Context: an optimization exercise on an open-source flow, tuned for small area. The choices shown serve that exercise and are no tape-out recipe. Only simulation tests tie the RTL to the original design; equivalence was not proved. Power is estimated from default activity; no workload was simulated.

==> flow/design.v <==
`default_nettype none
module timer_core (
    input wire clk,
    input wire reset_n,
    input wire [31 : 0] prescaler_init,
    input wire [31 : 0] timer_init,
    input wire          start,
    input wire          stop,
    output wire [31 : 0] curr_timer,
    output wire          running
);
  localparam CTRL_IDLE = 1'h0;
  localparam CTRL_RUNNING = 1'h1;
  reg [31 : 0] prescaler_reg;
  reg [31 : 0] prescaler_new;
  reg          prescaler_we;
  reg          prescaler_set;
  reg          prescaler_dec;
  reg [31 : 0] timer_reg;
  reg [31 : 0] timer_new;
  reg          timer_we;
  reg          timer_set;
  reg          timer_dec;
  reg          core_ctrl_reg;
  reg          core_ctrl_new;
  reg          core_ctrl_we;
  assign curr_timer = timer_reg;
  assign running    = core_ctrl_reg;
  always @(posedge clk) begin : reg_update
    if (!reset_n) begin
      prescaler_reg <= 32'h0;
      timer_reg     <= 32'h0;
      core_ctrl_reg <= CTRL_IDLE;
    end
    else begin
      if (prescaler_we) begin
        prescaler_reg <= prescaler_new;
      end
      if (timer_we) begin
        timer_reg <= timer_new;
      end
      if (core_ctrl_we) begin
        core_ctrl_reg <= core_ctrl_new;
      end
    end
  end   
  always @* begin : prescaler_ctr
    prescaler_new = 32'h0;
    prescaler_we  = 1'h0;
    if (prescaler_set) begin
      prescaler_new = prescaler_init;
      prescaler_we  = 1'h1;
    end
    else if (prescaler_dec) begin
      prescaler_new = prescaler_reg - 1'h1;
      prescaler_we  = 1'h1;
    end
  end
  always @* begin : timer_ctr
    timer_new = 32'h0;
    timer_we  = 1'h0;
    if (timer_set) begin
      timer_new = timer_init;
      timer_we  = 1'h1;
    end
    else if (timer_dec) begin
      timer_new = timer_reg - 1'h1;
      timer_we  = 1'h1;
    end
  end
  always @* begin : core_ctrl
    prescaler_set = 1'h0;
    prescaler_dec = 1'h0;
    timer_set     = 1'h0;
    timer_dec     = 1'h0;
    core_ctrl_new = CTRL_IDLE;
    core_ctrl_we  = 1'h0;
    case (core_ctrl_reg)
      CTRL_IDLE: begin
        if (start) begin
          prescaler_set = 1'h1;
          timer_set     = 1'h1;
          core_ctrl_new = CTRL_RUNNING;
          core_ctrl_we  = 1'h1;
        end
      end
      CTRL_RUNNING: begin
        if (stop) begin
          core_ctrl_new = CTRL_IDLE;
          core_ctrl_we  = 1'h1;
        end
        else begin
          if (prescaler_reg[31 : 1] == 0) begin   
            if (timer_reg[31 : 1] == 0) begin   
              core_ctrl_new = CTRL_IDLE;
              core_ctrl_we  = 1'h1;
            end
            else begin
              prescaler_set = 1'h1;
              timer_dec     = 1'h1;
            end
          end
          else begin
            prescaler_dec = 1'h1;
          end
        end
      end
      default: begin
      end
    endcase   
  end   
endmodule   
`default_nettype none
module timer (
    input wire clk,
    input wire reset_n,
    input wire cs,
    input wire we,
    input  wire [ 7 : 0] address,
    input  wire [31 : 0] write_data,
    output wire [31 : 0] read_data,
    output wire          ready
);
  localparam ADDR_CTRL = 8'h08;
  localparam CTRL_START_BIT = 0;
  localparam CTRL_STOP_BIT = 1;
  localparam ADDR_STATUS = 8'h09;
  localparam STATUS_RUNNING_BIT = 0;
  localparam ADDR_PRESCALER = 8'h0a;
  localparam ADDR_TIMER = 8'h0b;
  reg  [31 : 0] prescaler_reg;
  reg           prescaler_we;
  reg  [31 : 0] timer_reg;
  reg           timer_we;
  reg           start_reg;
  reg           start_new;
  reg           stop_reg;
  reg           stop_new;
  reg  [31 : 0] tmp_read_data;
  reg           tmp_ready;
  wire          core_running;
  wire [31 : 0] core_curr_timer;
  assign read_data = tmp_read_data;
  assign ready     = tmp_ready;
  timer_core core (
      .clk(clk),
      .reset_n(reset_n),
      .prescaler_init(prescaler_reg),
      .timer_init(timer_reg),
      .start(start_reg),
      .stop(stop_reg),
      .curr_timer(core_curr_timer),
      .running(core_running)
  );
  always @(posedge clk) begin : reg_update
    if (!reset_n) begin
      start_reg     <= 1'h0;
      stop_reg      <= 1'h0;
      prescaler_reg <= 32'h0;
      timer_reg     <= 32'h0;
    end
    else begin
      start_reg <= start_new;
      stop_reg  <= stop_new;
      if (prescaler_we) begin
        prescaler_reg <= write_data;
      end
      if (timer_we) begin
        timer_reg <= write_data;
      end
    end
  end   
  always @* begin : api
    start_new     = 1'h0;
    stop_new      = 1'h0;
    prescaler_we  = 1'h0;
    timer_we      = 1'h0;
    tmp_read_data = 32'h0;
    tmp_ready     = 1'h0;
    if (cs) begin
      tmp_ready = 1'h1;
      if (we) begin
        if (address == ADDR_CTRL) begin
          start_new = write_data[CTRL_START_BIT];
          stop_new  = write_data[CTRL_STOP_BIT];
        end
        if (!core_running) begin
          if (address == ADDR_PRESCALER) begin
            prescaler_we = 1'h1;
          end
          if (address == ADDR_TIMER) begin
            timer_we = 1'h1;
          end
        end
      end
      else begin
        if (address == ADDR_STATUS) begin
          tmp_read_data[STATUS_RUNNING_BIT] = core_running;
        end
        if (address == ADDR_PRESCALER) begin
          tmp_read_data = prescaler_reg;
        end
        if (address == ADDR_TIMER) begin
          if (!core_running) begin
            tmp_read_data = timer_reg;
          end
          else begin
            tmp_read_data = core_curr_timer;
          end
        end
      end
    end
  end   
endmodule   
==> flow/run.sh <==
#!/bin/bash
# synth_recipe.tcl (not shown) runs the flow's synth.tcl, then flattens the netlist and writes it again
# the make line also repeats each setting of config.mk as NAME=value (left out here)
make -C /OpenROAD-flow-scripts/flow DESIGN_CONFIG=/design/flow/config.mk WORK_HOME=/design/flow/orfs CLKGATE_MAP_FILE= SYNTH_SCRIPT=/design/flow/synth_recipe.tcl finish
==> flow/config.mk <==
export PLATFORM = sky130hd
export DESIGN_NAME = timer
export DESIGN_NICKNAME = timer
export VERILOG_FILES = /design/flow/design.v
export SDC_FILE = /design/flow/constraint.sdc
export NUM_CORES = 4
export LEC_CHECK = 0
export CAP_MARGIN = 20
export CORE_MARGIN = 2
export CORE_UTILIZATION = 40
export SLEW_MARGIN = 20
==> flow/constraint.sdc <==
create_clock -name core_clock -period 5.0 [get_ports {clk}]
set_input_delay 1.0000 -clock core_clock [delete_from_list [all_inputs] [get_ports {clk}]]
set_output_delay 1.0000 -clock core_clock [all_outputs]
set_load 0.01 [all_outputs]
==> metrics.md, run 1 <==
| Metric | Value |
|---|---|
| IO Count | `77` |
| Clock power share | `a little over half` |
| Antenna cells | `0` |
| Final setup margin | `1000 ps` |
| Post-place setup slack | `991 ps` |
| Max FO, Critical Path | `31` |
| Most common library cell in the layout ignoring fill and taps | `nand2_1` |
| Critical Path Start | `address[5]` |
| Most frequent cells in the layout | `nand2_1 (181), dfxtp_1 (130), a21oi_1 (109)` |
| Placer Congestion | `around 0.89` |
| Routed Wire Length | `22700 um` |
| Cells after Synth | `888` |
| Post-Syn Area | `6840 um^2` |
| GRT Total Usage | `about a quarter` |
| # fillers | `between 1500 and 2000` |
| Hold Buf Count CTS | `0` |
| Port Buffers | `76` |
| Total gr overflow | `0` |
| Tot Pwr | `2490 uW` |
| Antenna Nets Post-Route | `0` |
| Endpoint type of the worst setup path | `output pin` |
| Syn Nets | `934` |
| Min-Delay Path Class | `flip-flop to flip-flop` |
| Worst-Skew Late Latency | `420 ps` |
| Final non-filler cell total | `1175` |
| Max clock buf depth | `2` |
| CP Launch Type | `input port` |
| Postcts setup bufs | `0` |
| DP Area | `7780 um^2` |
| EDFF count, synth | `0` |
| Synth top area share | `38.3%` |
| H-tree depth | `4` |
| Post-synthesis sequential area ratio | `between 30% and 40%` |
| Distinct cells, synth | `65` |
| Detailed router's first-iteration violation count | `540` |
| CTS tree | `built` |
| Fin Setup TNS | `0 ps` |
| Pint | `~2000 uW` |
| Synth Area in Compound Gates | `25.0%` |
| Period Utilization, post-route | `approximately four fifths` |
| First-pass DRT Iterations | `5` |
| Post-synthesis simple-gate area fraction | `25.4%` |
| CTS Buf Count | `17` |
| CP arrival | `3000 ps` |
| Yosys warning count | `2` |
| CP Data Required Time | `4000 ps` |
| Leakage | `approximately 0.0029 uW` |
| Rows | `47` |
| Worst vdd ir | `0.000240 V` |
| Vias | `6736` |
| Largest net degree at the start of global routing | `47` |
| Yosys reg bits | `131` |
| Endpoints failing setup | `0` |
| Net load switching power | `521 uW` |
| Hold_sp | `timer_reg[31]$_SDFFE_PN0P_` |
| Clk_skew | `between 8 and 9 ps` |
| Period minus WS final | `4000 ps` |
| Initial antenna violation count | `0` |
| Vias per cell | `around 5.7` |
| Global-route wire length before repair | `35800 um` |
| Die Footprint | `18200 um^2` |
| Synth area leader | `dfxtp_1` |
| Synth Area in XOR/XNOR | `2.18%` |
| RSZ-0062 raised after global routing | `no` |
| Rel. slew slack | `23.3%` |
| Avg Cell Area, Syn | `7.70 um^2` |
| Die W | `135 um` |
| Clock slew at reported path FFs | `50 ps` |
| Initial Utilization | `41.1%` |
| Cells after DPL | `1143` |
| Number of global-route vias before repair | `6406` |
| Post-cts resize count | `0` |
| Comb power frac | `3.7%` |
| FFs w/ async S/R, synth | `0%` |
| Switching Share | `between 20% and 30%` |
| Total core area | `16600 um^2` |
| Clock sinks | `131` |
| Mux cell area share after synthesis | `4.54%` |
| Ys flop type | `dfxtp_1` |
| Routed len/inst | `19.3 um` |
| Die Y-Extent | `135 um` |
| Fmax | `between 200 and 300 MHz` |
| Area growth from synthesis to layout | `23.1%` |
| Power per standard cell area | `296 nW/um^2` |
| Fin nets | `~1000` |
| Synth Area in Adders | `0.366%` |
| HPWL after detailed placement | `15600 um` |
| Outcome | `complete, no violations` |
| FF-to-FF Start | `core.timer_reg[8]$_SDFFE_PN0P_` |
| Setup Crit Path Kind | `input port to output pin` |
| Largest family of logic cells by synthesized area | `simple AND/OR/NAND/NOR gates` |
| Final Max Tran Viols | `0` |
| Sequential share of power | `42.0%` |
| Max-Cap Viols | `0` |
| Layout cells sized above 1 | `8.17%` |
| Worst-Margin Slew | `1150 ps` |
| DRC Markers | `0` |
| Post-route cell area | `8420 um^2` |
| Final hold vios | `0` |
| Root buffer cell | `clkbuf_16` |
| Synth area leaders | `dfxtp_1 (38%), nand2_1 (9.9%), a21oi_1 (8.0%), mux2i_1 (4.5%), nor2_1 (3.7%)` |
==> worst paths after layout <==
check,slack [ps],end,cells after the start
setup / recovery,1000,read_data[30],8
hold / removal,470,timer_reg[31]$_SDFFE_PN0P_,2
setup reg to reg,1610,core.prescaler_reg[4]$_SDFFE_PN0P_,7
hold reg to reg,470,timer_reg[31]$_SDFFE_PN0P_,2
==> synthesized netlist by cell type, drive strengths merged, types with 11 or more instances <==
library cell    n
nand2         181
dfxtp         131
a21oi         110
nor2           68
clkbuf         54
nor3           33
a211oi         32
mux2i          31
o21ai          31
nor4           19
or3            16
a31oi          14
nand3          13
o211ai         13
xnor2          13
a22oi          11
==> layout make-up <==
class                   instances  area (um^2)  area share (%)
multi-input cells             688         3950            46.9
inverters                       8         30.0           0.357
clock buffers                  23          488            5.80
well taps                     220          275            3.27
clock inverters                 9          150            1.78
repair buffers                 96          906            10.8
flip-flops and latches        131         2620            31.2
==> power by group through the flow <==
stage	registers (uW)	clock network, uW	logic (uW)
2_1_floorplan	1070	0	34.2
3_3_place_gp	1070	0	92.8
3_5_place_dp	1070	0	91.3
4_1_cts	1040	1360	91.9
5_1_grt	1040	1420	98.1
6_report	1040	1350	92.0
==> critical path, stage by stage <==
cell and delay (ps):
clkdlybuf4s50_1 400, nor3_1 180, nand4_1 160, nor2_1 120, nand2_1 60, buf_4 250
a211oi_1 230, clkdlybuf4s50_1 590
==> layer usage <==
metal | up-vias | GRT usage, % | wire (um)
met1 | 3184 | 34.7 | 10500
li1 | 3312 | - | -
met4 | 0 | 7.43 | 403
met2 | 213 | 40.9 | 10500
met3 | 27 | 5.26 | 1290
met5 | - | 0 | 0
==> per-stage QoR <==
| stage | hold slack (ps) | utilization, % |
|---|---|---|
| after detailed placement | 460 | 46.8 |
| after CTS | 466 | 50.6 |
| after global placement | 451 | 46.8 |
| after floorplan | 436 | - |
| final | 468 | 50.6 |
| after global routing | 487 | 50.6 |
==> cell families after synthesis <==
kind of cell    after synthesis
compound gates              264
xor+xnor                     17
fa+ha+maj                     2
buf+inv                      69
flops                       131
mux                          31
simple gates                374
==> run 2: changes to the inputs <==
==> flow/design.v (replaced) <==
`default_nettype none
module timer (
    input wire clk,
    input wire reset_n,
    input wire cs,
    input wire we,
    input  wire [ 7 : 0] address,
    input  wire [31 : 0] write_data,
    output wire [31 : 0] read_data,
    output wire          ready
);
  localparam ADDR_CTRL = 8'h08;
  localparam ADDR_STATUS = 8'h09;
  localparam ADDR_PRESCALER = 8'h0a;
  localparam ADDR_TIMER = 8'h0b;
  reg  [31 : 0] prescaler_reg;
  reg           prescaler_valid;
  reg  [31 : 0] timer_reg;
  reg           timer_valid;
  reg  [31 : 0] prescaler_ctr;
  reg           prescaler_ctr_valid;
  reg  [31 : 0] timer_ctr;
  reg           timer_ctr_valid;
  reg           running_reg;
  reg           pending_reg;
  wire          wr = cs & we;
  wire          rd = cs & ~we;
  wire          wr_ctrl = wr & (address == ADDR_CTRL);
  wire          wr_prescaler = wr & (address == ADDR_PRESCALER) & ~running_reg;
  wire          wr_timer = wr & (address == ADDR_TIMER) & ~running_reg;
  wire          start = pending_reg & ~running_reg;
  wire          stop = pending_reg & running_reg;
  wire          tick = ~prescaler_ctr_valid | (prescaler_ctr[31 : 1] == 31'h0);
  wire          last = ~timer_ctr_valid | (timer_ctr[31 : 1] == 31'h0);
  wire          cont = running_reg & ~stop & ~(tick & last);
  wire          running_new = running_reg ? cont : start;
  wire [31 : 0] timer_new = wr_timer ? write_data : timer_reg;
  always @(posedge clk) begin
    if (wr_prescaler) prescaler_reg <= write_data;
    timer_reg <= timer_new;
    if (!running_reg || tick) begin
      prescaler_ctr       <= prescaler_reg;
      prescaler_ctr_valid <= prescaler_valid;
    end
    else prescaler_ctr <= prescaler_ctr - 1'h1;
    if (!running_new) timer_ctr <= timer_new;
    else if (running_reg && tick) timer_ctr <= timer_ctr - 1'h1;
    if (!reset_n) begin
      prescaler_valid <= 1'h0;
      timer_valid     <= 1'h0;
      timer_ctr_valid <= 1'h0;
      running_reg     <= 1'h0;
      pending_reg     <= 1'h0;
    end
    else begin
      prescaler_valid <= prescaler_valid | wr_prescaler;
      timer_valid     <= timer_valid | wr_timer;
      if (!running_new) timer_ctr_valid <= timer_valid | wr_timer;
      running_reg     <= running_new;
      pending_reg     <= wr_ctrl & (running_new ? write_data[1] : write_data[0]);
    end
  end
  wire sel_status = rd & (address == ADDR_STATUS);
  wire sel_prescaler = rd & (address == ADDR_PRESCALER) & prescaler_valid;
  wire sel_timer = rd & (address == ADDR_TIMER) & timer_ctr_valid;
  assign read_data = ({32{sel_prescaler}} & prescaler_reg) |
                     ({32{sel_timer}} & timer_ctr) |
                     {31'h0, sel_status & running_reg};
  assign ready = cs;
endmodule   
==> metrics.md, run 2 <==
| Metric | Value |
|---|---|
| CP Buf/Inv Count | `3 (unchanged)` |
| Final setup margin | `416 ps (was 1000 ps)` |
| Die W | `130 um (was 135 um)` |
| FF-to-FF Start | `timer_ctr[15]$_DFFE_PP_ (was core.timer_reg[8]$_SDFFE_PN0P_)` |
| Endpoint type of the worst setup path | `output pin (unchanged)` |
| Synth area leader | `edfxtp_1 (was dfxtp_1)` |
| Setup Crit Path Kind | `input port to output pin (unchanged)` |
| Synth area leaders | `edfxtp_1 (31%), dfxtp_1 (22%), mux2_4 (6.9%), xor2_1 (6.5%), mux2_2 (6.4%) (was dfxtp_1 (38%), nand2_1 (9.9%), a21oi_1 (8.0%), mux2i_1 (4.5%), nor2_1 (3.7%))` |
| Die Y-Extent | `130 um (was 135 um)` |
| Distinct cells, synth | `51 (was 65)` |
| Final hold vios | `0 (unchanged)` |
| Post-place setup slack | `382 ps (was 991 ps)` |
| Ys flop type | `dfxtp_1 (unchanged)` |
| Top-count cell post-synth | `dfxtp_1 (was nand2_1)` |
| DRC Markers | `0 (unchanged)` |
| Largest stage delay on the critical path | `550 ps (was 590 ps)` |
| Final Max Tran Viols | `0 (unchanged)` |
| H-tree depth | `4 (unchanged)` |
| Endpoints failing setup | `0 (unchanged)` |
| Worst vdd ir | `0.000242 V (was 0.000240 V)` |
| Max-Cap Viols | `0 (unchanged)` |
| Rows | `46 (was 47)` |
| CP max stage cell | `clkdlybuf4s50_1 (unchanged)` |
| Outcome | `complete, no violations (unchanged)` |
| Antenna cells | `0 (unchanged)` |
| Worst-Skew Late Latency | `420 ps (about the same)` |
| Clk_skew | `8.45 ps (was 8.41 ps)` |
| Yosys reg bits | `134 (was 131)` |
| Worst path depth | `7 (was 8)` |
| First-pass DRT Iterations | `4 (was 5)` |
| Hold path depth | `1 (was 2)` |
| Rel. slew slack | `29.9% (was 23.3%)` |
| CP arrival | `3580 ps (was 3000 ps)` |
| Syn Nets | `579 (was 934)` |
| Mux cell area share after synthesis | `13.4% (was 4.54%)` |
| Fin nets | `660 (was 988)` |
| Fmax | `218 MHz (was 250 MHz)` |
| Largest net degree at the start of global routing | `62 (was 47)` |
| # fillers | `1403 (was 1647)` |
| Synth top area share | `30.8% (was 38.3%)` |
| Yosys warning count | `1 (was 2)` |
| Fin Setup TNS | `0 ps (unchanged)` |
| Placer Congestion | `0.766 (was 0.888)` |
| Die Footprint | `16900 um^2 (was 18200 um^2)` |
| Synth Area in Adders | `0.395% (was 0.366%)` |
| Total gr overflow | `0 (unchanged)` |
| Min-Delay Path Class | `flip-flop to flip-flop (unchanged)` |
| Port Buffers | `76 (unchanged)` |
| Initial antenna violation count | `0 (unchanged)` |
| Most frequent cells in the layout | `clkdlybuf4s50_1 (76), dfxtp_1 (69), edfxtp_1 (65) (was nand2_1 (181), dfxtp_1 (130), a21oi_1 (109))` |
| Crit-path cells | `clkdlybuf4s50_1 -> nor4_1 -> nand4_1 -> nor4b_2 -> buf_4 -> a22o_1 -> clkdlybuf4s50_1 (was clkdlybuf4s50_1 -> nor3_1 -> nand4_1 -> nor2_1 -> nand2_1 -> buf_4 -> a211oi_1 -> clkdlybuf4s50_1)` |
| Routed Wire Length | `15500 um (was 22700 um)` |
| Layout cells sized above 1 | `18.2% (was 8.17%)` |
| Power per standard cell area | `328 nW/um^2 (was 296 nW/um^2)` |
| Most common library cell in the layout ignoring fill and taps | `clkdlybuf4s50_1 (was nand2_1)` |
| Critical path's top delay family | `buffers and inverters (unchanged)` |
| CP Launch Type | `input port (unchanged)` |
| Detailed router's first-iteration violation count | `222 (was 540)` |
| Min Hold Slack | `471 ps (was 468 ps)` |
| Area growth from synthesis to layout | `25.0% (was 23.1%)` |
| Routed len/inst | `18.4 um (was 19.3 um)` |
| Number of global-route vias before repair | `4604 (was 6406)` |
| Synth Area in XOR/XNOR | `7.88% (was 2.18%)` |
| Multi-input gate area | `2880 um^2 (was 3950 um^2)` |
| HPWL after detailed placement | `10400 um (was 15600 um)` |
| EDFF count, synth | `65 (was 0)` |
| Largest family of logic cells by synthesized area | `simple AND/OR/NAND/NOR gates (unchanged)` |
| CTS Buf Count | `17 (unchanged)` |
| Worst-Margin Slew | `1040 ps (was 1150 ps)` |
| Hold_sp | `timer_reg[28]$_DFF_P_ (was timer_reg[31]$_SDFFE_PN0P_)` |
| GRT Total Usage | `19.4% (was 25.5%)` |
| CTS tree | `built (unchanged)` |
| Cells after Synth | `533 (was 888)` |
| Vias | `4496 (was 6736)` |
| FFs w/ async S/R, synth | `0% (unchanged)` |
| Global-route wire length before repair | `24800 um (was 35800 um)` |
| Post-synth top cells | `dfxtp_1 (69), edfxtp_1 (65), nand2_1 (49) (was nand2_1 (181), dfxtp_1 (131), a21oi_1 (109))` |
| Worst Reg-to-Reg Cells | `6 (was 7)` |
| Period minus WS final | `4580 ps (was 4000 ps)` |
| Critical Path Start | `address[5] (unchanged)` |
| Post-cts resize count | `0 (unchanged)` |
| Most used cell, CP | `clkdlybuf4s50_1 (unchanged)` |
| CP Data Required Time | `4000 ps (about the same)` |
| IO Count | `77 (unchanged)` |
| Hold Buf Count CTS | `0 (unchanged)` |
| Max clock buf depth | `2 (unchanged)` |
| Vias per cell | `5.33 (was 5.73)` |
| Post-synthesis sequential area ratio | `52.6% (was 38.3%)` |
| Avg Cell Area, Syn | `11.9 um^2 (was 7.70 um^2)` |
| Synth Area in Compound Gates | `8.73% (was 25.0%)` |
| Post-Syn Area | `6330 um^2 (was 6840 um^2)` |
| Total core area | `15700 um^2 (was 16600 um^2)` |
| RSZ-0062 raised after global routing | `no (unchanged)` |
| Period Utilization, post-route | `91.7% (was 80.0%)` |
| Register Area | `3330 um^2 (was 2620 um^2)` |
| Initial Utilization | `40.5% (was 41.1%)` |
| Antenna Nets Post-Route | `0 (unchanged)` |
| Max FO, Critical Path | `32 (was 31)` |
| Clock sinks | `134 (was 131)` |
| Leakage | `0.00310 uW (was 0.00285 uW)` |
| Postcts setup bufs | `0 (unchanged)` |
| Post-synthesis simple-gate area fraction | `14.4% (was 25.4%)` |
| Clock slew at reported path FFs | `50 ps (about the same)` |
| Root buffer cell | `clkbuf_16 (unchanged)` |
==> run 2: cell count changes after synthesis, sizes merged, moves of 31 or more <==
cell,change
dfxtp,-62
a21oi,-110
clkbuf,-39
xor2,+43
a211oi,-31
nor2,-45
mux2,+65
nand2,-132
edfxtp,+65
==> run 2: cell type report <==
| class | count | share of cell area [%] |
|---|---|---|
| repair buffers | 85 | 10.5 |
| inverters | 11 | 0.537 |
| well taps | 216 | 3.41 |
| clock inverters | 3 | 0.490 |
| clock buffers | 29 | 6.71 |
| multi-input cells | 365 | 36.3 |
| flip-flops and latches | 134 | 42.1 |
==> run 2: kinds of logic after synthesis <==
logic type / after synthesis
simple gates: 165
flops: 134
compound gates: 75
mux: 66
xor+xnor: 57
buf+inv: 34
fa+ha+maj: 2
==> run 2: worst reg2reg max path, delay by kind of cell (launching register included) <==
kind | cells | cell delay (ps)
flops | 1 | 490
mux | 1 | 340
buf+inv | 1 | 420
compound gates | 2 | 930
simple gates | 2 | 1250
==> run 2: path summary, 6_finish.rpt <==
path                                                 to  slack, ps
worst max-delay path                      read_data[27]        420
worst max register to register  timer_ctr[21]$_DFFE_PP_       1320
worst min-delay path              timer_reg[28]$_DFF_P_        470
worst min register to register    timer_reg[28]$_DFF_P_        470
==> run 2: stage by stage <==
| step | cells | total power (uW) | util (%) | area [um^2] |
|---|---|---|---|---|
| finish | 843 | 2600 | 50.6 | 7920 |
| global route | 843 | 2690 | 50.6 | 7920 |
| CTS | 843 | 2620 | 50.6 | 7920 |
| detailed placement | 811 | 1420 | 47.0 | 7350 |
| global placement | 811 | 1420 | 47.0 | 7350 |
| floorplan | 533 | 1340 | - | 6340 |
==> run 2: power by group <==
group	total [uW]	switching [uW]	internal (uW)
sequential	1180	12.1	1160
clock	1200	432	765
combinational	223	116	107
total	2600	561	2030
==> run 2: metal layers <==
metal	part of all wire [%]	GRT usage, %
met4	2.0	7.84
met5	0	0
met2	49	31.4
met1	45	25.5
met3	3.8	4.14
==> run 3: changes to the inputs <==
==> flow/flow/run.sh (new file) <==
#!/bin/bash
# Standard ORFS layout with smaller port buffers and a lighter clock tree.
set -euo pipefail
HERE=$(pwd)
export BUFFER_PORTS_ARGS="-buffer_cell sky130_fd_sc_hd__buf_1"
export CTS_ARGS="-sink_clustering_enable -repair_clock_nets -buf_list sky130_fd_sc_hd__clkbuf_8 -root_buf sky130_fd_sc_hd__clkbuf_8 -dont_use_dummy_load -sink_clustering_size 40"
if [[ -f flow/post_resize.tcl ]]; then export POST_RESIZE_TCL=$HERE/flow/post_resize.tcl; fi
bash standard.sh > standard.log 2>&1
==> flow/standard.sh (new file) <==
#!/bin/bash
# synth_recipe.tcl (not shown) runs the flow's synth.tcl, then flattens the netlist and writes it again
# the make line also repeats each setting of config.mk as NAME=value (left out here)
make -C /OpenROAD-flow-scripts/flow DESIGN_CONFIG=/design/flow/config.mk WORK_HOME=/design/flow/orfs CLKGATE_MAP_FILE= SYNTH_SCRIPT=/design/flow/synth_recipe.tcl "${@:-finish}"
removed: flow/run.sh
==> metrics.md, run 3 <==
| Metric | Value |
|---|---|
| Outcome | `complete, no violations (unchanged)` |
| Die W | `130 um (unchanged)` |
| Die Y-Extent | `130 um (unchanged)` |
| Detailed router's first-iteration violation count | `289 (was 222)` |
| Most frequent cells in the layout | `buf_1 (76), dfxtp_1 (69), edfxtp_1 (65) (was clkdlybuf4s50_1 (76), dfxtp_1 (69), edfxtp_1 (65))` |
| Routed Wire Length | `15400 um (was 15500 um)` |
| Total gr overflow | `0 (unchanged)` |
| CTS tree | `built (unchanged)` |
| Vias per cell | `5.35 (was 5.33)` |
| Ys flop type | `dfxtp_1 (unchanged)` |
| CP Data Required Time | `4000 ps (about the same)` |
| Placer Congestion | `0.791 (was 0.766)` |
| CP Launch Type | `input port (unchanged)` |
| Synth area leader | `edfxtp_1 (unchanged)` |
| HPWL after detailed placement | `10700 um (was 10400 um)` |
| Yosys reg bits | `134 (unchanged)` |
| Vias | `4432 (was 4496)` |
| Routed len/inst | `18.6 um (was 18.4 um)` |
| Synth area leaders | `edfxtp_1 (31%), dfxtp_1 (22%), mux2_4 (6.9%), xor2_1 (6.5%), mux2_2 (6.4%) (unchanged)` |
| Leakage | `0.00275 uW (was 0.00310 uW)` |
| Period Utilization, post-route | `77.2% (was 91.7%)` |
| Power per standard cell area | `287 nW/um^2 (was 328 nW/um^2)` |
| Yosys warning count | `1 (unchanged)` |
| RSZ-0062 raised after global routing | `no (unchanged)` |
| Postcts setup bufs | `0 (unchanged)` |
| Hold Buf Count CTS | `0 (unchanged)` |
| Avg Cell Area, Syn | `11.9 um^2 (unchanged)` |
| Post-Syn Area | `6330 um^2 (unchanged)` |
| Rows | `46 (unchanged)` |
| H-tree depth | `4 (unchanged)` |
| Antenna Nets Post-Route | `0 (unchanged)` |
| Total core area | `15700 um^2 (unchanged)` |
| Top-count cell post-synth | `dfxtp_1 (unchanged)` |
| Clock slew at reported path FFs | `70 ps (was 50 ps)` |
| Final hold vios | `0 (unchanged)` |
| Max clock buf depth | `2 (unchanged)` |
| Worst-Skew Late Latency | `450 ps (was 420 ps)` |
| Critical path's top delay family | `simple AND/OR/NAND/NOR gates (was buffers and inverters)` |
| Crit-path cells | `buf_1 -> nor4_1 -> nand4_1 -> nor4b_2 -> buf_4 -> a22o_1 -> buf_1 (was clkdlybuf4s50_1 -> nor4_1 -> nand4_1 -> nor4b_2 -> buf_4 -> a22o_1 -> clkdlybuf4s50_1)` |
| Initial Utilization | `40.5% (unchanged)` |
| Distinct cells, synth | `51 (unchanged)` |
| FFs w/ async S/R, synth | `0% (unchanged)` |
| CP max stage cell | `nor4b_2 (was clkdlybuf4s50_1)` |
| Die Footprint | `16900 um^2 (unchanged)` |
| Max-Cap Viols | `0 (unchanged)` |
| Post-route core utilization | `45.4% (was 50.6%)` |
| Cells after Synth | `533 (unchanged)` |
| Fin Setup TNS | `0 ps (unchanged)` |
| Setup Crit Path Kind | `input port to output pin (unchanged)` |
| CP arrival | `2860 ps (was 3580 ps)` |
| Root buffer cell | `clkbuf_8 (was clkbuf_16)` |
| GRT Total Usage | `18.7% (was 19.4%)` |
| CTS Buf Count | `17 (unchanged)` |
| Period minus WS final | `3860 ps (was 4580 ps)` |
| Post-cts resize count | `0 (unchanged)` |
| Endpoints failing setup | `0 (unchanged)` |
| Met2 Use GR | `30.7% (was 31.4%)` |
| Worst vdd ir | `0.000149 V (was 0.000242 V)` |
| Post-synthesis sequential area ratio | `52.6% (unchanged)` |
| EDFF count, synth | `65 (unchanged)` |
| Fmax | `259 MHz (was 218 MHz)` |
| Global-route wire length before repair | `23600 um (was 24800 um)` |
| Global Route met3 Usage | `4.72% (was 4.14%)` |
| Initial antenna violation count | `0 (unchanged)` |
| CP Buf/Inv Count | `3 (unchanged)` |
| GRT Max-Usage Layer | `met2 (unchanged)` |
| Post-synth top cells | `dfxtp_1 (69), edfxtp_1 (65), nand2_1 (49) (unchanged)` |
| Clock sinks | `134 (unchanged)` |
| Area growth from synthesis to layout | `12.2% (was 25.0%)` |
| Final Max Tran Viols | `0 (unchanged)` |
| Synth top area share | `30.8% (unchanged)` |
| Antenna cells | `0 (unchanged)` |
| Rel. slew slack | `25.5% (was 29.9%)` |
| Most common library cell in the layout ignoring fill and taps | `buf_1 (was clkdlybuf4s50_1)` |
| Max FO, Critical Path | `17 (was 32)` |
| Min-Delay Path Class | `flip-flop to flip-flop (unchanged)` |
| Most used cell, CP | `buf_1 (was clkdlybuf4s50_1)` |
| Worst-Margin Slew | `1110 ps (was 1040 ps)` |
| Endpoint type of the worst setup path | `output pin (unchanged)` |
| IO Count | `77 (unchanged)` |
| Largest net degree at the start of global routing | `62 (unchanged)` |
| Syn Nets | `579 (unchanged)` |
| Largest stage delay on the critical path | `440 ps (was 550 ps)` |
| Clk_skew | `19.6 ps (was 8.45 ps)` |
| First-pass DRT Iterations | `5 (was 4)` |
| Fin nets | `660 (unchanged)` |
| DRC Markers | `0 (unchanged)` |
| Number of global-route vias before repair | `4371 (was 4604)` |
| Met1 Track Usage GR | `24.2% (was 25.5%)` |
| Port Buffers | `76 (unchanged)` |
| Layout cells sized above 1 | `17.5% (was 18.2%)` |
run 3: cell counts after synthesis:
No cell type changed its count.
run 3: through the flow:
stage	hold slack [ps]	power, uW	setup WS [ps]	instance area, um^2	cells
6_report	466	2040	1140	7110	828
4_1_cts	466	2050	1120	7110	828
3_5_place_dp	457	1400	1130	6880	811
3_3_place_gp	453	1400	1110	6880	811
5_1_grt	480	2120	887	7110	828
2_1_floorplan	423	1340	816	6340	533
run 3: cell families (layout without fill, tap and decap cells):
group	count (synthesis)	after routing	synth area share, %
AND/OR/NAND/NOR	165	165	14.4
flip-flops	134	134	52.6
adder cells (fa/ha/maj)	2	2	0.395
XOR/XNOR	57	57	7.88
multiplexers	66	66	13.4
AO/OA/AOI/OAI	75	75	8.73
buffers and inverters	34	113	2.53
run 3: routing by layer:
layer  wire, um  up-vias
li1           -     2135
met1       6930     2176
met2       7550      100
met3        650       21
met4        293        0
met5          0        -
run 3: worst register-to-register path, stage by stage, from the launching register on:
cell,delay [ps]
edfxtp_1,480
nor4_1,730
nand4_1,400
o31ai_1,520
o221ai_4,410
buf_4,420
mux2_4,350
run 3: path summary, 6_finish.rpt:
path,from,to,slack [ps],depth (start not counted)
worst max register to register,timer_ctr[15]$_DFFE_PP_,timer_ctr[23]$_DFFE_PP_,1420,6
worst max-delay path,address[5],read_data[14],1140,7
worst min register to register,prescaler_valid$_SDFF_PN0_,prescaler_ctr_valid$_DFFE_PP_,470,0
worst min-delay path,prescaler_valid$_SDFF_PN0_,prescaler_ctr_valid$_DFFE_PP_,470,0
run 3: power breakdown:
group | switching [uW] | leakage [uW] | internal (uW)
Combinational | 119 | 0.00136 | 84.2
Clock | 361 | 0.000122 | 299
Sequential | 11.9 | 0.00126 | 1160
run 3: area by class of cell:
cell class / instances / area, um^2
Tap cell: 216 / 270
Multi-Input combinational cell: 365 / 2880
Clock buffer: 17 / 234
Timing Repair Buffer: 85 / 353
Fill cell: 1492 / 8550
Sequential cell: 134 / 3330
Inverter: 11 / 42.5
==> run 4: changes to the inputs <==
==> flow/flow/post_resize.tcl (new file) <==
# Downsize cells off the critical paths to recover area.
repair_timing -recover_power 100 -setup_margin 0.3
==> metrics.md, run 4 <==
| Metric | Value |
|---|---|
| CP Data Required Time | `4000 ps (about the same)` |
| Vias per cell | `5.33 (was 5.35)` |
| Global-route wire length before repair | `23700 um (was 23600 um)` |
| Synth area leader | `edfxtp_1 (unchanged)` |
| Period minus WS final | `4090 ps (was 3860 ps)` |
| Ys flop type | `dfxtp_1 (unchanged)` |
| DRC Markers | `0 (unchanged)` |
| Avg Cell Area, Syn | `11.9 um^2 (unchanged)` |
| Rel. slew slack | `24.0% (was 25.5%)` |
| RSZ-0062 raised after global routing | `no (unchanged)` |
| Area growth from synthesis to layout | `10.8% (was 12.2%)` |
| Clk_skew | `23.7 ps (was 19.6 ps)` |
| Post-cts resize count | `0 (unchanged)` |
| Leakage | `0.00277 uW (was 0.00275 uW)` |
| Syn Nets | `579 (unchanged)` |
| Most frequent cells in the layout | `buf_1 (76), dfxtp_1 (69), edfxtp_1 (65) (unchanged)` |
| Rows | `46 (unchanged)` |
| Clock slew at reported path FFs | `70 ps (about the same)` |
| Distinct cells, synth | `51 (unchanged)` |
| Hold Buf Count CTS | `0 (unchanged)` |
| Most common library cell in the layout ignoring fill and taps | `buf_1 (unchanged)` |
| Die Y-Extent | `130 um (unchanged)` |
| Final hold vios | `0 (unchanged)` |
| Die W | `130 um (unchanged)` |
| EDFF count, synth | `65 (unchanged)` |
| Synth area leaders | `edfxtp_1 (31%), dfxtp_1 (22%), mux2_4 (6.9%), xor2_1 (6.5%), mux2_2 (6.4%) (unchanged)` |
| Yosys reg bits | `134 (unchanged)` |
| CP arrival | `3090 ps (was 2860 ps)` |
| Critical path's top delay family | `simple AND/OR/NAND/NOR gates (unchanged)` |
| Max FO, Critical Path | `17 (unchanged)` |
| Period Utilization, post-route | `81.7% (was 77.2%)` |
| Yosys warning count | `1 (unchanged)` |
| Most used cell, CP | `buf_1 (unchanged)` |
| Largest stage delay on the critical path | `670 ps (was 440 ps)` |
| Routed Wire Length | `15400 um (about the same)` |
| Vias | `4427 (was 4432)` |
| GRT Total Usage | `18.7% (about the same)` |
| Postcts setup bufs | `0 (unchanged)` |
| Setup Crit Path Kind | `input port to output pin (unchanged)` |
| Final Max Tran Viols | `0 (unchanged)` |
| Post-synth top cells | `dfxtp_1 (69), edfxtp_1 (65), nand2_1 (49) (unchanged)` |
| Min-Delay Path Class | `flip-flop to flip-flop (unchanged)` |
| Fin Setup TNS | `0 ps (unchanged)` |
| CP Buf/Inv Count | `3 (unchanged)` |
| HPWL after detailed placement | `10600 um (was 10700 um)` |
| Worst-Skew Late Latency | `450 ps (about the same)` |
| Largest net degree at the start of global routing | `62 (unchanged)` |
| Die Footprint | `16900 um^2 (unchanged)` |
| Antenna Nets Post-Route | `0 (unchanged)` |
| Post-synthesis sequential area ratio | `52.6% (unchanged)` |
| Max clock buf depth | `2 (unchanged)` |
| IO Count | `77 (unchanged)` |
| Layout cells sized above 1 | `12.9% (was 17.5%)` |
| Pint | `1540 uW (was 1550 uW)` |
| Endpoint type of the worst setup path | `output pin (unchanged)` |
| Fmax | `245 MHz (was 259 MHz)` |
| Root buffer cell | `clkbuf_8 (unchanged)` |
| FFs w/ async S/R, synth | `0% (unchanged)` |
| Total core area | `15700 um^2 (unchanged)` |
| Synth top area share | `30.8% (unchanged)` |
| Detailed router's first-iteration violation count | `256 (was 289)` |
| Initial Utilization | `40.5% (unchanged)` |
| Worst-Margin Slew | `1130 ps (was 1110 ps)` |
| Cells after Synth | `533 (unchanged)` |
| Net load switching power | `479 uW (was 492 uW)` |
| CTS Buf Count | `17 (unchanged)` |
| Clock power share | `32.3% (was 32.4%)` |
| Routed len/inst | `18.5 um (was 18.6 um)` |
| Comb power frac | `9.5% (was 10.0%)` |
| Port Buffers | `76 (unchanged)` |
| Crit-path cells | `buf_1 -> nor4_1 -> nand4_1 -> nor4b_1 -> buf_4 -> a22o_1 -> buf_1 (was buf_1 -> nor4_1 -> nand4_1 -> nor4b_2 -> buf_4 -> a22o_1 -> buf_1)` |
| Clock sinks | `134 (unchanged)` |
| Initial antenna violation count | `0 (unchanged)` |
| CP Launch Type | `input port (unchanged)` |
| Top-count cell post-synth | `dfxtp_1 (unchanged)` |
| CTS tree | `built (unchanged)` |
| Placer Congestion | `0.791 (unchanged)` |
| First-pass DRT Iterations | `4 (was 5)` |
| Sequential share of power | `58.2% (was 57.6%)` |
| Switching Share | `23.7% (was 24.2%)` |
| Worst vdd ir | `0.000154 V (was 0.000149 V)` |
| Fin nets | `662 (was 660)` |
| Total gr overflow | `0 (unchanged)` |
| Endpoints failing setup | `0 (unchanged)` |
| Number of global-route vias before repair | `4421 (was 4371)` |
| H-tree depth | `4 (unchanged)` |
| Max-Cap Viols | `0 (unchanged)` |
| Post-Syn Area | `6330 um^2 (unchanged)` |
| Power per standard cell area | `287 nW/um^2 (about the same)` |
| Post-route core utilization | `44.8% (was 45.4%)` |
| Outcome | `complete, no violations (unchanged)` |
| CP max stage cell | `nor4b_1 (was nor4b_2)` |
| Antenna cells | `0 (unchanged)` |
==> run 4: cell types whose count changed in the layout (fill, tap and decap cells not counted), sizes merged <==
cell      change
clkbuf        +3
buf           -1
clkinv        -1
clkinvlp      +1
==> run 4: path summary, 6_finish.rpt <==
check | from | endpoint | slack [ps] | cells past startpoint
setup / recovery | address[5] | read_data[27] | 910 | 7
hold / removal | timer_reg[30]$_DFF_P_ | timer_reg[30]$_DFF_P_ | 470 | 1
setup reg to reg | prescaler_ctr[13]$_DFF_P_ | timer_ctr[19]$_DFFE_PP_ | 1230 | 7
hold reg to reg | timer_reg[30]$_DFF_P_ | timer_reg[30]$_DFF_P_ | 470 | 1
==> run 4: logic make-up after synthesis <==
family,Yosys count,share of synthesized area (%)
AND/OR/NAND/NOR,165,14.4
flip-flops,134,52.6
AO/OA/AOI/OAI,75,8.73
multiplexers,66,13.4
XOR/XNOR,57,7.88
buffers and inverters,34,2.53
adder cells (fa/ha/maj),2,0.395
==> run 4: metrics by stage <==
step | hold slack (ps) | std cells | power [uW] | setup slack (ps) | area [um^2]
after floorplan | 423 | 533 | 1340 | 816 | 6340
after detailed placement | 454 | 811 | 1390 | 602 | 6730
final | 467 | 830 | 2020 | 914 | 7020
after CTS | 469 | 828 | 2030 | 535 | 6960
after global routing | 481 | 830 | 2100 | 751 | 7020
after global placement | 453 | 811 | 1400 | 1110 | 6880
==> run 4: power groups by stage <==
stage	Combinational [uW]	Clock (uW)	Sequential [uW]
2_1_floorplan	143	0	1190
3_3_place_gp	199	0	1200
3_5_place_dp	191	0	1200
4_1_cts	193	668	1170
5_1_grt	213	709	1180
6_report	192	651	1170
==> run 4: cell type report <==
cell class / instances / area, um^2
Inverter: 11 / 42.5
Clock buffer: 17 / 234
Sequential cell: 134 / 3330
Multi-Input combinational cell: 365 / 2760
Timing Repair Buffer: 87 / 383
Tap cell: 216 / 270
Fill cell: 1528 / 8640
==> run 4: metal layers <==
layer	part of all wire, %	wire [um]	vias to the layer above	track usage [%]
met5	0	0	-	0
met4	1.7	254	0	7.97
met3	5.8	895	18	3.61
met2	48	7420	99	30.4
met1	44	6800	2175	24.5
li1	-	-	2135	-
==> run 5: changes to the inputs <==
--- a/flow/design.v
+++ b/flow/design.v
@@ -36,4 +36,10 @@
   wire          running_new = running_reg ? cont : start;
   wire [31 : 0] timer_new = wr_timer ? write_data : timer_reg;
+  reg  [31 : 0] timer_flip;
+  integer i;
+  always @* begin
+    timer_flip[0] = running_reg & tick;
+    for (i = 1; i < 32; i = i + 1) timer_flip[i] = timer_flip[i-1] & ~timer_ctr[i-1];
+  end
   always @(posedge clk) begin
     if (wr_prescaler) prescaler_reg <= write_data;
@@ -45,5 +51,5 @@
     else prescaler_ctr <= prescaler_ctr - 1'h1;
     if (!running_new) timer_ctr <= timer_new;
-    else if (running_reg && tick) timer_ctr <= timer_ctr - 1'h1;
+    else timer_ctr <= timer_ctr - {31'h0, running_reg & tick};
     if (!reset_n) begin
       prescaler_valid <= 1'h0;
==> metrics.md, run 5 <==
| Metric | Value |
|---|---|
| Outcome | `complete, no violations (unchanged)` |
| Rel. slew slack | `39.8% (was 24.0%)` |
| Period Utilization, post-route | `89.6% (was 81.7%)` |
| CTS tree | `built (unchanged)` |
| Synth top area share | `34.3% (was 30.8%)` |
| Largest net degree at the start of global routing | `46 (was 62)` |
| CP Launch Type | `flip-flop (was input port)` |
| Max FO, Critical Path | `7 (was 17)` |
| Cells after DPL | `784 (was 811)` |
| FFs w/ async S/R, synth | `0% (unchanged)` |
| Port Buffers | `76 (unchanged)` |
| Worst vdd ir | `0.000111 V (was 0.000154 V)` |
| Final non-filler cell total | `802 (was 830)` |
| GRT Total Usage | `18.7% (about the same)` |
| CP arrival | `4810 ps (was 3090 ps)` |
| Worst-Skew Late Latency | `450 ps (about the same)` |
| Fin Setup TNS | `0 ps (unchanged)` |
| Area growth from synthesis to layout | `11.8% (was 10.8%)` |
| Post-synthesis simple-gate area fraction | `14.8% (was 14.4%)` |
| Yosys warning count | `1 (unchanged)` |
| Most common library cell in the layout ignoring fill and taps | `dfxtp_1 (was buf_1)` |
| Synth Area in XOR/XNOR | `8.61% (was 7.88%)` |
| Die W | `125 um (was 130 um)` |
| Min-Delay Path Class | `flip-flop to flip-flop (unchanged)` |
| Post-synthesis sequential area ratio | `51.0% (was 52.6%)` |
| HPWL after detailed placement | `9850 um (was 10600 um)` |
| Final hold vios | `0 (unchanged)` |
| Setup Crit Path Kind | `flip-flop to flip-flop (was input port to output pin)` |
| Synth area leader | `dfxtp_1 (was edfxtp_1)` |
| Worst-Margin Slew | `903 ps (was 1130 ps)` |
| Avg Cell Area, Syn | `10.9 um^2 (was 11.9 um^2)` |
| Total gr overflow | `0 (unchanged)` |
| Synth Area in Compound Gates | `8.84% (was 8.73%)` |
| Number of global-route vias before repair | `4434 (was 4421)` |
| Top-count cell post-synth | `dfxtp_1 (unchanged)` |
| Most frequent cells in the layout | `dfxtp_1 (101), buf_1 (76), mux2_2 (63) (was buf_1 (76), dfxtp_1 (69), edfxtp_1 (65))` |
| Rows | `44 (was 46)` |
| Max clock buf depth | `2 (unchanged)` |
| Vias | `4322 (was 4427)` |
| DRT met1 WL | `6560 um (was 6800 um)` |
| Initial antenna violation count | `0 (unchanged)` |
| DP Area | `6330 um^2 (was 6730 um^2)` |
| RSZ-0062 raised after global routing | `no (unchanged)` |
| Root buffer cell | `clkbuf_8 (unchanged)` |
| # fillers | `1416 (was 1528)` |
| Multi-input gate area | `2730 um^2 (was 2760 um^2)` |
| DRC Markers | `0 (unchanged)` |
| First-pass DRT Iterations | `4 (unchanged)` |
| Ys flop type | `dfxtp_1 (unchanged)` |
| Yosys reg bits | `134 (unchanged)` |
| Post-cts resize count | `0 (unchanged)` |
| Register Area | `3010 um^2 (was 3330 um^2)` |
| Initial Utilization | `40.8% (was 40.5%)` |
| Die Y-Extent | `125 um (was 130 um)` |
| Max-Cap Viols | `0 (unchanged)` |
| Global-route wire length before repair | `22800 um (was 23700 um)` |
| Synth area leaders | `dfxtp_1 (34%), edfxtp_1 (17%), mux2_2 (12%), xor2_1 (4.9%), a22o_1 (4.6%) (was edfxtp_1 (31%), dfxtp_1 (22%), mux2_4 (6.9%), xor2_1 (6.5%), mux2_2 (6.4%))` |
| IO Count | `77 (unchanged)` |
| Routed Wire Length | `14000 um (was 15400 um)` |
| Routed len/inst | `17.5 um (was 18.5 um)` |
| Fmax | `223 MHz (was 245 MHz)` |
| Detailed router's first-iteration violation count | `254 (was 256)` |
| Final Max Tran Viols | `0 (unchanged)` |
| H-tree depth | `4 (unchanged)` |
| Mux cell area share after synthesis | `13.3% (was 13.4%)` |
| Post-Syn Area | `5900 um^2 (was 6330 um^2)` |
| Clock sinks | `134 (unchanged)` |
| DR top layer | `met4 (unchanged)` |
| Total length of routed met2 wires | `6640 um (was 7420 um)` |
| Synth Area in Adders | `0.636% (was 0.395%)` |
| CTS Buf Count | `17 (unchanged)` |
| Period minus WS final | `4480 ps (was 4090 ps)` |
| Clock slew at reported path FFs | `70 ps (about the same)` |
| Antenna cells | `0 (unchanged)` |
| Hold Buf Count CTS | `0 (unchanged)` |
| Cells after Synth | `542 (was 533)` |
| Die Footprint | `15700 um^2 (was 16900 um^2)` |
| Largest family of logic cells by synthesized area | `simple AND/OR/NAND/NOR gates (unchanged)` |
| Placer Congestion | `0.834 (was 0.791)` |
| Endpoint type of the worst setup path | `flip-flop (was output pin)` |
| EDFF count, synth | `33 (was 65)` |
| Post-synth top cells | `dfxtp_1 (101), mux2_2 (64), nand2_1 (54) (was dfxtp_1 (69), edfxtp_1 (65), nand2_1 (49))` |
| Clk_skew | `15.5 ps (was 23.7 ps)` |
| Power per standard cell area | `283 nW/um^2 (was 287 nW/um^2)` |
| Leakage | `0.00267 uW (was 0.00277 uW)` |
| Distinct cells, synth | `47 (was 51)` |
| Syn Nets | `589 (was 579)` |
| Wire length on met3 | `486 um (was 895 um)` |
| Antenna Nets Post-Route | `0 (unchanged)` |
| Layout cells sized above 1 | `15.7% (was 12.9%)` |
| Postcts setup bufs | `0 (unchanged)` |
| Vias per cell | `5.39 (was 5.33)` |
| Endpoints failing setup | `0 (unchanged)` |
| Total core area | `14500 um^2 (was 15700 um^2)` |
| CP Data Required Time | `5330 ps (was 4000 ps)` |
| Post-route cell area | `6600 um^2 (was 7020 um^2)` |
| Fin nets | `667 (was 662)` |
## run 5: changes by cell type after synthesis, sizes merged, moves of 4 or more
cell,change
xnor2,+15
nand2,+5
nand4,-7
nor2,+6
nor4,-7
xor2,-14
dfxtp,+32
or4,+4
edfxtp,-32
a21oi,+5
nor3,+8
## run 5: where the power goes
part | internal, uW | switching (uW)
Sequential | 1120 | 12.2
Combinational | 36.6 | 45.2
Clock | 298 | 349
## run 5: routing by layer
| metal | global-route usage [%] | vias to the layer above |
|---|---|---|
| met5 | 0 | - |
| met1 | 24.4 | 2109 |
| met4 | 8.95 | 0 |
| met2 | 29.4 | 93 |
| li1 | - | 2092 |
| met3 | 4.11 | 28 |
## run 5: per-stage QoR
step           utilization (%)  hold slack [ps]  power, uW  worst slack [ps]
2_1_floorplan                -              423       1200              1130
3_3_place_gp              44.0              451       1240               717
3_5_place_dp              43.7              453       1240               399
4_1_cts                   45.3              470       1880               384
5_1_grt                   45.6              492       1940               181
6_report                  45.6              468       1860               519
## run 5: area by class of cell
type / instances / area share, %
Timing Repair Buffer: 85 / 5.48
Multi-Input combinational cell: 373 / 41.3
Tap cell: 184 / 3.49
Clock buffer: 17 / 3.55
Inverter: 9 / 0.512
Sequential cell: 134 / 45.7
## run 5: critical path: stages (launching register included)
cell	delay (ps)
dfxtp_1	330
or4_1	560
or4_1	670
o41ai_2	530
and2_0	190
ha_1	190
ha_1	280
nor2b_1	460
nand3_1	190
or3_1	340
nor4_1	240
xor2_1	110
mux2_2	270
## run 5: worst paths after layout
kind	start	endpoint	slack, ps	depth (start not counted)
max	prescaler_ctr[7]$_DFF_P_	timer_ctr[30]$_DFF_P_	520	12
min	timer_reg[25]$_DFF_P_	timer_reg[25]$_DFF_P_	470	1
max reg2reg	prescaler_ctr[7]$_DFF_P_	timer_ctr[30]$_DFF_P_	520	12
min reg2reg	timer_reg[25]$_DFF_P_	timer_reg[25]$_DFF_P_	470	1
## run 5: cell families (layout without fill, tap and decap cells)
| family | Yosys count | in the layout |
|---|---|---|
| fa+ha+maj | 3 | 3 |
| xor+xnor | 58 | 58 |
| compound gates | 72 | 72 |
| buf+inv | 35 | 111 |
| simple gates | 171 | 171 |
| flops | 134 | 134 |
| mux | 69 | 69 |
==> run 6: changes to the inputs <==
--- a/flow/config.mk
+++ b/flow/config.mk
@@ -6,6 +6,6 @@
 export NUM_CORES = 4
 export LEC_CHECK = 0
-export CAP_MARGIN = 20
+export CAP_MARGIN = 5
 export CORE_MARGIN = 2
-export CORE_UTILIZATION = 40
-export SLEW_MARGIN = 20
+export CORE_UTILIZATION = 70
+export SLEW_MARGIN = 5
==> metrics.md, run 6 <==
| Metric | Value |
|---|---|
| Outcome | `complete, no violations (unchanged)` |
| CTS Buf Count | `17 (unchanged)` |
| Antenna cells | `0 (unchanged)` |
| CP arrival | `4760 ps (was 4810 ps)` |
| Fmax | `225 MHz (was 223 MHz)` |
| DP Area | `6230 um^2 (was 6330 um^2)` |
| Post-Syn Area | `5900 um^2 (unchanged)` |
| Post-synth top cells | `dfxtp_1 (101), mux2_2 (64), nand2_1 (54) (unchanged)` |
| Max FO, Critical Path | `7 (unchanged)` |
| Yosys reg bits | `134 (unchanged)` |
| Most common library cell in the layout ignoring fill and taps | `dfxtp_1 (unchanged)` |
| FFs w/ async S/R, synth | `0% (unchanged)` |
| Root buffer cell | `clkbuf_8 (unchanged)` |
| CP Data Required Time | `5320 ps (was 5330 ps)` |
| Layout cells sized above 1 | `15.3% (was 15.7%)` |
| Fin Setup TNS | `0 ps (unchanged)` |
| CP max stage cell | `or4_1 (unchanged)` |
| Area growth from synthesis to layout | `10.6% (was 11.8%)` |
| Final non-filler cell total | `725 (was 802)` |
| # fillers | `574 (was 1416)` |
| IO Count | `77 (unchanged)` |
| EDFF count, synth | `33 (unchanged)` |
| Antenna Nets Post-Route | `0 (unchanged)` |
| Switching Share | `21.5% (was 21.8%)` |
| Synth area leaders | `dfxtp_1 (34%), edfxtp_1 (17%), mux2_2 (12%), xor2_1 (4.9%), a22o_1 (4.6%) (unchanged)` |
| Largest net degree at the start of global routing | `57 (was 46)` |
| Endpoint type of the worst setup path | `flip-flop (unchanged)` |
| Max-Cap Viols | `0 (unchanged)` |
| First-pass DRT Iterations | `6 (was 4)` |
| Cells after DPL | `706 (was 784)` |
| DRC Markers | `0 (unchanged)` |
| Top-count cell post-synth | `dfxtp_1 (unchanged)` |
| Largest stage delay on the critical path | `660 ps (was 670 ps)` |
| Clock sinks | `134 (unchanged)` |
| Distinct cells, synth | `47 (unchanged)` |
| Detailed router's first-iteration violation count | `264 (was 254)` |
| Total core area | `8180 um^2 (was 14500 um^2)` |
| Crit-path cells | `or4_1 -> or4_1 -> o41ai_1 -> and2_1 -> ha_1 -> ha_1 -> nor2b_1 -> nand3_1 -> or3_1 -> nor4_1 -> xor2_1 -> mux2_2 (was or4_1 -> or4_1 -> o41ai_2 -> and2_0 -> ha_1 -> ha_1 -> nor2b_1 -> nand3_1 -> or3_1 -> nor4_1 -> xor2_1 -> mux2_2)` |
| Setup Crit Path Kind | `flip-flop to flip-flop (unchanged)` |
| Sequential share of power | `61.2% (was 60.9%)` |
| Routed len/inst | `19.1 um (was 17.5 um)` |
| Global-route wire length before repair | `21200 um (was 22800 um)` |
| Endpoints failing setup | `0 (unchanged)` |
| Hold Buf Count CTS | `0 (unchanged)` |
| Leakage | `0.00269 uW (was 0.00267 uW)` |
| Max clock buf depth | `2 (unchanged)` |
| Die Footprint | `9180 um^2 (was 15700 um^2)` |
| Total gr overflow | `0 (unchanged)` |
| Postcts setup bufs | `0 (unchanged)` |
| Routed Wire Length | `13800 um (was 14000 um)` |
| Worst vdd ir | `0.000307 V (was 0.000111 V)` |
| Period minus WS final | `4450 ps (was 4480 ps)` |
| Clock power share | `34.2% (was 34.7%)` |
| Ys flop type | `dfxtp_1 (unchanged)` |
| CP Launch Type | `flip-flop (unchanged)` |
| Fin nets | `669 (was 667)` |
| Post-synthesis sequential area ratio | `51.0% (unchanged)` |
| Synth top area share | `34.3% (unchanged)` |
| Syn Nets | `589 (unchanged)` |
| Clk_skew | `34.7 ps (was 15.5 ps)` |
| FF-to-FF Start | `prescaler_ctr[7]$_DFF_P_ (unchanged)` |
| Vias | `4425 (was 4322)` |
| GRT Total Usage | `31.0% (was 18.7%)` |
| Synth area leader | `dfxtp_1 (unchanged)` |
| H-tree depth | `4 (unchanged)` |
| Critical Path Start | `prescaler_ctr[7]$_DFF_P_ (unchanged)` |
| Rel. slew slack | `12.9% (was 39.8%)` |
| Post-cts resize count | `0 (unchanged)` |
| Power per standard cell area | `285 nW/um^2 (was 283 nW/um^2)` |
| RSZ-0062 raised after global routing | `no (unchanged)` |
| Period Utilization, post-route | `88.9% (was 89.6%)` |
| Worst-Margin Slew | `1310 ps (was 903 ps)` |
| Port Buffers | `76 (unchanged)` |
| Net load switching power | `399 uW (was 406 uW)` |
| Placer Congestion | `0.827 (was 0.834)` |
| HPWL after detailed placement | `9410 um (was 9850 um)` |
| Register Area | `3010 um^2 (unchanged)` |
| Number of global-route vias before repair | `4294 (was 4434)` |
| Vias per cell | `6.10 (was 5.39)` |
| Die Y-Extent | `95.8 um (was 125 um)` |
| Rows | `33 (was 44)` |
| Avg Cell Area, Syn | `10.9 um^2 (unchanged)` |
| Multi-input gate area | `2720 um^2 (was 2730 um^2)` |
| Cells after Synth | `542 (unchanged)` |
| Comb power frac | `4.6% (was 4.4%)` |
| Min-Delay Path Class | `flip-flop to flip-flop (unchanged)` |
| Initial antenna violation count | `0 (unchanged)` |
| Initial Utilization | `72.2% (was 40.8%)` |
| Yosys warning count | `1 (unchanged)` |
| Critical path's top delay family | `simple AND/OR/NAND/NOR gates (unchanged)` |
| Most frequent cells in the layout | `dfxtp_1 (101), buf_1 (76), mux2_2 (61) (was dfxtp_1 (101), buf_1 (76), mux2_2 (63))` |
| Final Max Tran Viols | `0 (unchanged)` |
| Post-route cell area | `6530 um^2 (was 6600 um^2)` |
| CP Buf/Inv Count | `0 (unchanged)` |
| Final hold vios | `0 (unchanged)` |
| Hold_sp | `timer_valid$_SDFF_PN0_ (was timer_reg[25]$_DFF_P_)` |
| Die W | `95.8 um (was 125 um)` |
| Pint | `1460 uW (about the same)` |
| CTS tree | `built (unchanged)` |
| Clock slew at reported path FFs | `80 ps (was 70 ps)` |
| Worst-Skew Late Latency | `440 ps (was 450 ps)` |
run 6: changes by cell type in the layout (fill, tap and decap cells not counted), sizes merged:
cell	previous run	this run
buf	81	83
run 6: final timing paths:
| kind | end | slack (ps) | depth (start not counted) |
|---|---|---|---|
| worst max-delay path | timer_ctr[30]$_DFF_P_ | 550 | 12 |
| worst min register to register | timer_valid$_SDFF_PN0_ | 470 | 2 |
| worst min-delay path | timer_valid$_SDFF_PN0_ | 470 | 2 |
| worst max register to register | timer_ctr[30]$_DFF_P_ | 550 | 12 |
run 6: cell type report:
cell class / count / area share, %
multi-input combinational: 373 / 41.7
tap: 105 / 2.01
inverter: 9 / 0.518
sequential: 134 / 46.2
clock buffer: 17 / 3.59
timing repair buffer: 87 / 6.06
run 6: worst reg2reg max path: stages (launching register included):
cell	delay, ps
dfxtp_1	330
or4_1	580
or4_1	660
o41ai_1	530
and2_1	190
ha_1	190
ha_1	270
nor2b_1	430
nand3_1	180
or3_1	350
nor4_1	250
xor2_1	110
mux2_2	270
run 6: metal layers:
layer | wire [um] | vias up | global-route usage (%) | share of wire, %
li1 | - | 2095 | - | -
met1 | 6160 | 2121 | 42.4 | 45
met4 | 236 | 0 | 12.5 | 1.7
met5 | 0 | - | 0 | 0
met3 | 936 | 25 | 5.95 | 6.8
met2 | 6480 | 184 | 48.7 | 47
run 6: logic make-up (layout without fill, tap and decap cells):
group                      count (synthesis)  after routing  share of synthesized area, %
AOI/OAI and AO/OA                         72             72                          8.84
xor gates and xnor gates                  58             58                          8.61
adders and majority gates                  3              3                         0.636
buffers and inverters                     35            113                          2.80
DFF                                      134            134                          51.0
muxes                                     69             69                          13.3
and+or+nand+nor                          171            171                          14.8
run 6: power by group through the flow:
| stage | Clock, uW | Sequential [uW] | Combinational, uW |
|---|---|---|---|
| 6_report | 636 | 1140 | 85.7 |
| 5_1_grt | 687 | 1140 | 92.5 |
| 4_1_cts | 643 | 1140 | 83.7 |
| 3_5_place_dp | 0 | 1160 | 82.9 |
| 3_3_place_gp | 0 | 1160 | 81.2 |
| 2_1_floorplan | 0 | 1150 | 48.1 |
run 6: metrics by stage:
| step | worst slack [ps] | util [%] | power, uW | hold WS (ps) |
|---|---|---|---|---|
| final | 553 | 79.8 | 1860 | 466 |
| after global routing | 229 | 79.8 | 1920 | 482 |
| after CTS | 347 | 79.0 | 1860 | 470 |
| after detailed placement | 369 | 76.2 | 1240 | 457 |
| after global placement | 821 | 76.8 | 1240 | 451 |
| after floorplan | 1130 | - | 1200 | 423 |
==> run 7: changes to the inputs <==
==> flow/flow/run.sh (replaced) <==
#!/bin/bash
# Standard ORFS layout (the standard.sh) with these changes:
#  - synthesis maps logic with an area-oriented ABC script (flow/synth.tcl, flow/area.abc);
#  - ports are buffered with buf_1;
#  - a lighter clock tree (clkbuf_8, no dummy loads);
#  - after placement repair, cells off the critical paths are downsized (flow/post_resize.tcl).
set -euo pipefail
HERE=$(pwd)
export AREA_ABC_SCRIPT=$HERE/flow/area.abc
export BUFFER_PORTS_ARGS="-buffer_cell sky130_fd_sc_hd__buf_1"
export CTS_ARGS="-sink_clustering_enable -repair_clock_nets -buf_list sky130_fd_sc_hd__clkbuf_8 -root_buf sky130_fd_sc_hd__clkbuf_8 -dont_use_dummy_load -sink_clustering_size 40"
export POST_RESIZE_TCL=$HERE/flow/post_resize.tcl
sed "s#SYNTH_SCRIPT=[^ ]*#SYNTH_SCRIPT=$HERE/flow/synth.tcl#" standard.sh > my_standard.sh
grep -q "SYNTH_SCRIPT=$HERE/flow/synth.tcl" my_standard.sh
bash my_standard.sh > standard.log 2>&1
==> flow/flow/area.abc (new file) <==
&get -n
&st
&syn2
&dch
&nf -R 1000
&st
&syn2
&dch
&nf -R 1000
&put
topo
stime -c
==> flow/flow/synth.tcl (new file) <==
# synth_recipe.tcl with one change: ABC maps the logic with flow/area.abc, an area-oriented
# script, instead of ORFS's speed script. Registers are mapped before ABC, so they stay the
# same as in the standard synthesis.
proc synth {args} { yosys synth -nofsm -noshare {*}$args }
proc abc {args} {
  set i [lsearch -exact $args -script]
  if { $i >= 0 } { lset args [expr {$i + 1}] $::env(AREA_ABC_SCRIPT) }
  yosys abc {*}$args
}
source $::env(SCRIPTS_DIR)/synth.tcl
# left out here: clear keep_hierarchy, flatten, clean up, hide names made inside functions, write 1_2_yosys.v
--- a/flow/config.mk
+++ b/flow/config.mk
@@ -6,6 +6,6 @@
 export NUM_CORES = 4
 export LEC_CHECK = 0
-export CAP_MARGIN = 5
+export CAP_MARGIN = 20
 export CORE_MARGIN = 2
-export CORE_UTILIZATION = 70
-export SLEW_MARGIN = 5
+export CORE_UTILIZATION = 40
+export SLEW_MARGIN = 20
==> metrics.md, run 7 <==
| Metric | Value |
|---|---|
| Outcome | `complete, no violations (unchanged)` |
| Max FO, Critical Path | `5 (was 7)` |
| Cells after DPL | `852 (was 706)` |
| Syn Nets | `641 (was 589)` |
| Tot Pwr | `1840 uW (was 1860 uW)` |
| Final hold vios | `0 (unchanged)` |
| Port Buffers | `76 (unchanged)` |
| Avg Cell Area, Syn | `9.25 um^2 (was 10.9 um^2)` |
| Final Max Tran Viols | `0 (unchanged)` |
| # fillers | `1304 (was 574)` |
| Fmax | `235 MHz (was 225 MHz)` |
| Fin nets | `744 (was 669)` |
| DRC Markers | `0 (unchanged)` |
| RSZ-0062 raised after global routing | `no (unchanged)` |
| Clock sinks | `134 (unchanged)` |
| Worst-Skew Late Latency | `450 ps (was 440 ps)` |
| Min-Delay Path Class | `flip-flop to flip-flop (unchanged)` |
| Routed Wire Length | `13600 um (was 13800 um)` |
| Synth area leaders | `dfxtp_1 (37%), edfxtp_1 (18%), nand2_1 (8.9%), nor2_1 (5.7%), xnor2_1 (5.6%) (was dfxtp_1 (34%), edfxtp_1 (17%), mux2_2 (12%), xor2_1 (4.9%), a22o_1 (4.6%))` |
| FFs w/ async S/R, synth | `0% (unchanged)` |
| Die Y-Extent | `121 um (was 95.8 um)` |
| Synth area leader | `dfxtp_1 (unchanged)` |
| CP Launch Type | `flip-flop (unchanged)` |
| Leakage | `0.00230 uW (was 0.00269 uW)` |
| Initial Utilization | `41.2% (was 72.2%)` |
| Fin Setup TNS | `0 ps (unchanged)` |
| GRT Max-Usage Layer | `met2 (unchanged)` |
| Yosys reg bits | `134 (unchanged)` |
| Routed len/inst | `15.7 um (was 19.1 um)` |
| Area growth from synthesis to layout | `15.3% (was 10.6%)` |
| Detailed router's first-iteration violation count | `355 (was 264)` |
| Power per standard cell area | `291 nW/um^2 (was 285 nW/um^2)` |
| Final non-filler cell total | `871 (was 725)` |
| Yosys warning count | `1 (unchanged)` |
| Die Footprint | `14700 um^2 (was 9180 um^2)` |
| EDFF count, synth | `33 (unchanged)` |
| Ys flop type | `dfxtp_1 (unchanged)` |
| HPWL after detailed placement | `9540 um (was 9410 um)` |
| Hold path depth | `2 (unchanged)` |
| Post-synth top cells | `nand2_1 (130), dfxtp_1 (101), nor2_1 (84) (was dfxtp_1 (101), mux2_2 (64), nand2_1 (54))` |
| Most frequent cells in the layout | `nand2_1 (130), dfxtp_1 (101), nor2_1 (82) (was dfxtp_1 (101), buf_1 (76), mux2_2 (61))` |
| Top-count cell post-synth | `nand2_1 (was dfxtp_1)` |
| Clk_skew | `28.4 ps (was 34.7 ps)` |
| Post-synthesis sequential area ratio | `54.8% (was 51.0%)` |
| Total gr overflow | `0 (unchanged)` |
| Synth top area share | `36.8% (was 34.3%)` |
| CTS Buf Count | `17 (unchanged)` |
| Post-Syn Area | `5490 um^2 (was 5900 um^2)` |
| Endpoints failing setup | `0 (unchanged)` |
[run 7: cell types whose count changed after synthesis, moves of 9 or more]
cell	delta
nor2_1	+55
xnor2_1	+10
nor4_1	-9
inv_1	-9
clkinv_1	+10
a21oi_1	+38
o21ai_0	-10
clkbuf_1	-16
a31oi_1	+11
nand2_1	+76
mux2_2	-64
xor2_1	-20
[run 7: path summary, 6_finish.rpt]
check	startpoint	endpoint	slack [ps]
min reg2reg	timer_reg[11]$_DFF_P_	timer_reg[11]$_DFF_P_	440
max reg2reg	prescaler_ctr[10]$_DFF_P_	timer_ctr[30]$_DFF_P_	740
max	prescaler_ctr[10]$_DFF_P_	timer_ctr[30]$_DFF_P_	740
min	timer_reg[11]$_DFF_P_	timer_reg[11]$_DFF_P_	440
[run 7: final cells by class]
cell class	count	area, um^2	share of cell area, %
repair buffers	85	382	6.03
multi-input cells	449	2450	38.6
inverters	10	37.5	0.593
well taps	176	220	3.48
flip-flops and latches	134	3010	47.6
clock buffers	17	234	3.69
[run 7: power breakdown]
part           switching (uW)  total [uW]  internal (uW)
Combinational            36.6        61.0           24.4
Clock                     349         647            298
Sequential               10.7        1130           1120
[run 7: cells by family (layout without fill, tap and decap cells)]
| family | Yosys count | after routing | synth area share (%) |
|---|---|---|---|
| adder cells (fa/ha/maj) | 3 | 3 | 0.683 |
| AO/OA/AOI/OAI | 116 | 116 | 13.8 |
| XOR/XNOR | 48 | 48 | 7.65 |
| flip-flops | 134 | 134 | 54.8 |
| buffers and inverters | 11 | 112 | 0.820 |
| AND/OR/NAND/NOR | 281 | 281 | 22.0 |
| multiplexers | 1 | 1 | 0.182 |
[run 7: critical path, stage by stage (launching register included)]
cell and delay, ps:
dfxtp_1 330, or3_1 400, nor4_1 380, nand3_1 170, o21ai_0 480, clkinv_1 120
nor2_1 110, ha_1 170, ha_1 180, nor3b_1 490, nand2_1 300, nor2_1 260
nand3_1 210, nor4_1 300, xnor2_1 150, o21ai_0 80
[run 7: through the flow]
step | util (%) | hold slack [ps] | cell area (um^2)
3_3_place_gp | 45.5 | 420 | 6070
5_1_grt | 47.5 | 465 | 6330
6_report | 47.5 | 442 | 6330
3_5_place_dp | 45.2 | 428 | 6030
4_1_cts | 46.9 | 441 | 6270
2_1_floorplan | - | 411 | 5490
[run 7: layer usage]
metal | wire [um] | up-vias
li1 | - | 2296
met1 | 6400 | 2150
met2 | 6490 | 91
met3 | 585 | 13
met4 | 168 | 0
met5 | 0 | -

Setup slack of run 7, layout unchanged: 0.741 ns with ideal ports, 0.741 ns with driving cells assumed (clock clkbuf_16, inputs buf_2), 0.741 ns with port delays also shifted by the 0.471 ns mid clock arrival.
